Background: an optimization exercise with open tools, aiming at small area. Do not read the settings as production practice.
Only simulation tests tie the RTL to the original design; equivalence was not proved.
No activity file was given, so power comes from the tool's default toggle rates.

Design ddr2_ctrl_top, start of the top module:
module ddr2_ctrl_top (
  input         clk,
  input         rst,
  input  [2:0]  af_cmd,
  input  [30:0] af_addr,
  input         af_empty,
  input         phy_init_done,
  output        ctrl_ref_flag,
  output        ctrl_af_rden,
  output        ctrl_wren,
  output        ctrl_rden,
  output [12:0] ctrl_addr,
  output [1:0]  ctrl_ba,
  output        ctrl_ras_n,
  output        ctrl_cas_n,
  output        ctrl_we_n,
  output [0:0]  ctrl_cs_n
);
Size: about 61 I/O pins.
Settings: LEC_CHECK=0, CAP_MARGIN=0, CORE_MARGIN=2, CORE_UTILIZATION=70, GPL_TIMING_DRIVEN=0, PLACE_DENSITY=0.8, SLEW_MARGIN=0; clock period 5.0 ns.
standard.sh (not shown) runs the stock make flow with config.mk's settings and CLKGATE_MAP_FILE= SYNTH_SCRIPT=/design/flow/synth_recipe.tcl, a recipe that flattens the netlist after the stock synthesis.
==> flow/flow/run.sh <==
#!/bin/bash
# The standard ORFS layout (standard.sh) with these changes:
#  - after the standard synthesis, flow/restructure.tcl re-maps the
#    combinational logic for area (OpenROAD restructure -target area, with
#    the platform's don't-use cells taken out of the Liberty file it maps
#    to); the registers are kept as the standard synthesis made them;
#  - ports are buffered with buf_1 (BUFFER_PORTS_ARGS);
#  - CTS uses clkbuf_8 and inserts no dummy loads (CTS_ARGS).
# Each tool's output goes to a log file of its own here.
set -euo pipefail
export BUFFER_PORTS_ARGS="-buffer_cell sky130_fd_sc_hd__buf_1"
export REMOVE_ABC_BUFFERS=1
export CTS_ARGS="-sink_clustering_enable -repair_clock_nets -dont_use_dummy_load -buf_list sky130_fd_sc_hd__clkbuf_8"
R=orfs/results/sky130hd/ddr2_ctrl_top/base
LIB=$FLOW_HOME/platforms/sky130hd/lib/sky130_fd_sc_hd__tt_025C_1v80.lib

bash standard.sh synth > standard_synth.log 2>&1
cp $R/1_synth.odb $R/1_synth_std.odb
mkdir -p restructure_work
python3 flow/filter_lib.py $LIB restructure_work/abc.lib > filter_lib.log 2>&1
RS_LIB=$LIB RS_ABC_LIB=$PWD/restructure_work/abc.lib \
RS_IN=$R/1_synth_std.odb RS_SDC=$R/1_synth.sdc RS_OUT=$R/1_synth_rs.odb \
RS_WORK=$PWD/restructure_work \
  openroad -no_init -exit flow/restructure.tcl > restructure.log 2>&1
cp $R/1_synth_rs.odb $R/1_synth.odb
touch $R/1_synth.sdc

bash standard.sh > standard.log 2>&1
Other scripts of this flow, unchanged in this note and not shown: flow/flow/filter_lib.py, flow/flow/restructure.tcl
The first run produced a clean layout.
Change:
--- a/flow/design.v
+++ b/flow/design.v
@@ -46,25 +46,29 @@
     rst_r  <= rst;
     rst_r1 <= rst_r;
     cs_n_r <= rst_r1;
   end
   reg phy_init_done_r;
   always @(posedge clk)
     phy_init_done_r <= phy_init_done;
+  localparam [11:0] REF_S0 = 12'd2756;
+  localparam [11:0] REF_F  = 12'd708;
+  localparam [11:0] REF_H  = 12'd354;
   reg  [11:0] ref_cnt;
+  wire        ref_flag = (ref_cnt == REF_F);
+  wire        ref_hold = (ref_cnt == REF_H);
   wire [11:0] ref_nxt  = {ref_cnt[10:0],
-                          ~(ref_cnt[11] ^ ref_cnt[5] ^ ref_cnt[3] ^ ref_cnt[0])};
-  wire        ref_flag = (ref_cnt == 12'd1968);
-  wire        ref_near = (ref_cnt == 12'd2540) | (ref_cnt == 12'd984);
-  always @(posedge clk) begin
-    if (rst_r1 & ~ref_near)
-      ref_cnt <= 12'd0;
-    else if (~rst_r1 & ref_flag)
-      ref_cnt <= 12'd1;
-    else
+                          ~(ref_cnt[11] ^ ref_cnt[5] ^ ref_cnt[3] ^ ref_cnt[0]) ^ ref_flag};
+  always @(posedge clk) begin
+    if (rst_r1 & cs_n_r) begin
+      if (ref_hold)
+        ref_cnt <= ref_nxt;
+      else
+        ref_cnt <= REF_S0;
+    end else
       ref_cnt <= ref_nxt;
   end
   reg auto_ref_r;
   always @(posedge clk) begin
     if (rst_r1)
       auto_ref_r <= 1'b0;
     else if (ref_flag)
@@ -165,26 +169,30 @@
   end
   reg  [3:0]  bank_open;
   reg  [1:0]  mru0, mru1, mru2;
   reg  [12:0] open_row [0:3];
   reg         row_conflict_r;
   wire        all_open = &bank_open;
   wire        cmd_act = ~ras_n_r & cas_n_r & we_n_r;
+  wire        cmd_bst =  ras_n_r & ~cas_n_r;
   reg  [1:0]  row_bank;    
   wire [1:0]  bank1_nxt = rst_r1 ? 2'b00 : en1 ? af_addr[24:23] : bank1;
   always @(posedge clk)
     row_bank <= is_act ? bank2 : bank1_nxt;
   wire [12:0] row_sel = open_row[row_bank];
   always @(posedge clk)
     if (en2 & af_valid_r1)
       open_row[bank1] <= row1;
   wire [1:0]  lru_bank = all_open ? (mru0 ^ mru1 ^ mru2) : 2'b00;
   always @(posedge clk) begin
-    if (en2) begin
+    if (rst_r1)
+      bank2 <= 2'b00;
+    else if (en2)
       bank2 <= bank1;
+    if (en2) begin
       row_conflict_r <= (row_sel != row1);
       rd2   <= rd1;
       bank_conflict_r <= ~bank_open[bank1];
     end
   end
   reg [9:0] col_r;
   always @(posedge clk)
@@ -247,15 +255,15 @@
     if (is_pre & bank_conflict_r)
       ba_r <= lru_bank;
     else
       ba_r <= bank2;
   end
   assign ctrl_addr[12:11] = row_sel[12:11] & {2{cmd_act}};
   assign ctrl_addr[10]    = (row_sel[10] & cmd_act) | a10_r;
-  assign ctrl_addr[9:0]   = (row_sel[9:0] & {10{cmd_act}}) | (col_r & {10{ras_n_r}});
+  assign ctrl_addr[9:0]   = (row_sel[9:0] & {10{cmd_act}}) | (col_r & {10{cmd_bst}});
   assign ctrl_ref_flag = ref_flag;
   assign ctrl_ba    = ba_r;
   assign ctrl_ras_n = ras_n_r;
   assign ctrl_cas_n = cas_n_r;
   assign ctrl_we_n  = we_n_r;
   assign ctrl_cs_n  = cs_n_r;
 endmodule
Result: The new run finished clean. Die area is about the same. Worst setup slack gets worse by 88 ps. Critical path depth stays the same. Total power went up by 1.6%. Wire length went down by 0.92%.

==> re-timing with driven ports <==
The flow's constraints put no driver on any port. The routed layouts listed below were extracted and timed again, unchanged, in two steps. Step 1, drivers: a clkbuf_16 drives clk and a buf_2 each remaining input, both assumed. Step 2 times the ports against the registers' clock, not the clock port: input delays grow and output delays shrink by t, the midpoint of the rising clock arrivals with the driver on. a / b / c = ideal / step 1 / step 2; a / b = the first two.
run	shift t [ns]	setup WS [ns]	worst setup path after step 2
the first run	0.456	0.570 / 0.534 / 0.888	register to register
the second run	0.439	0.481 / 0.450 / 0.582	register to register
After both steps setup and hold are still met in every run listed.
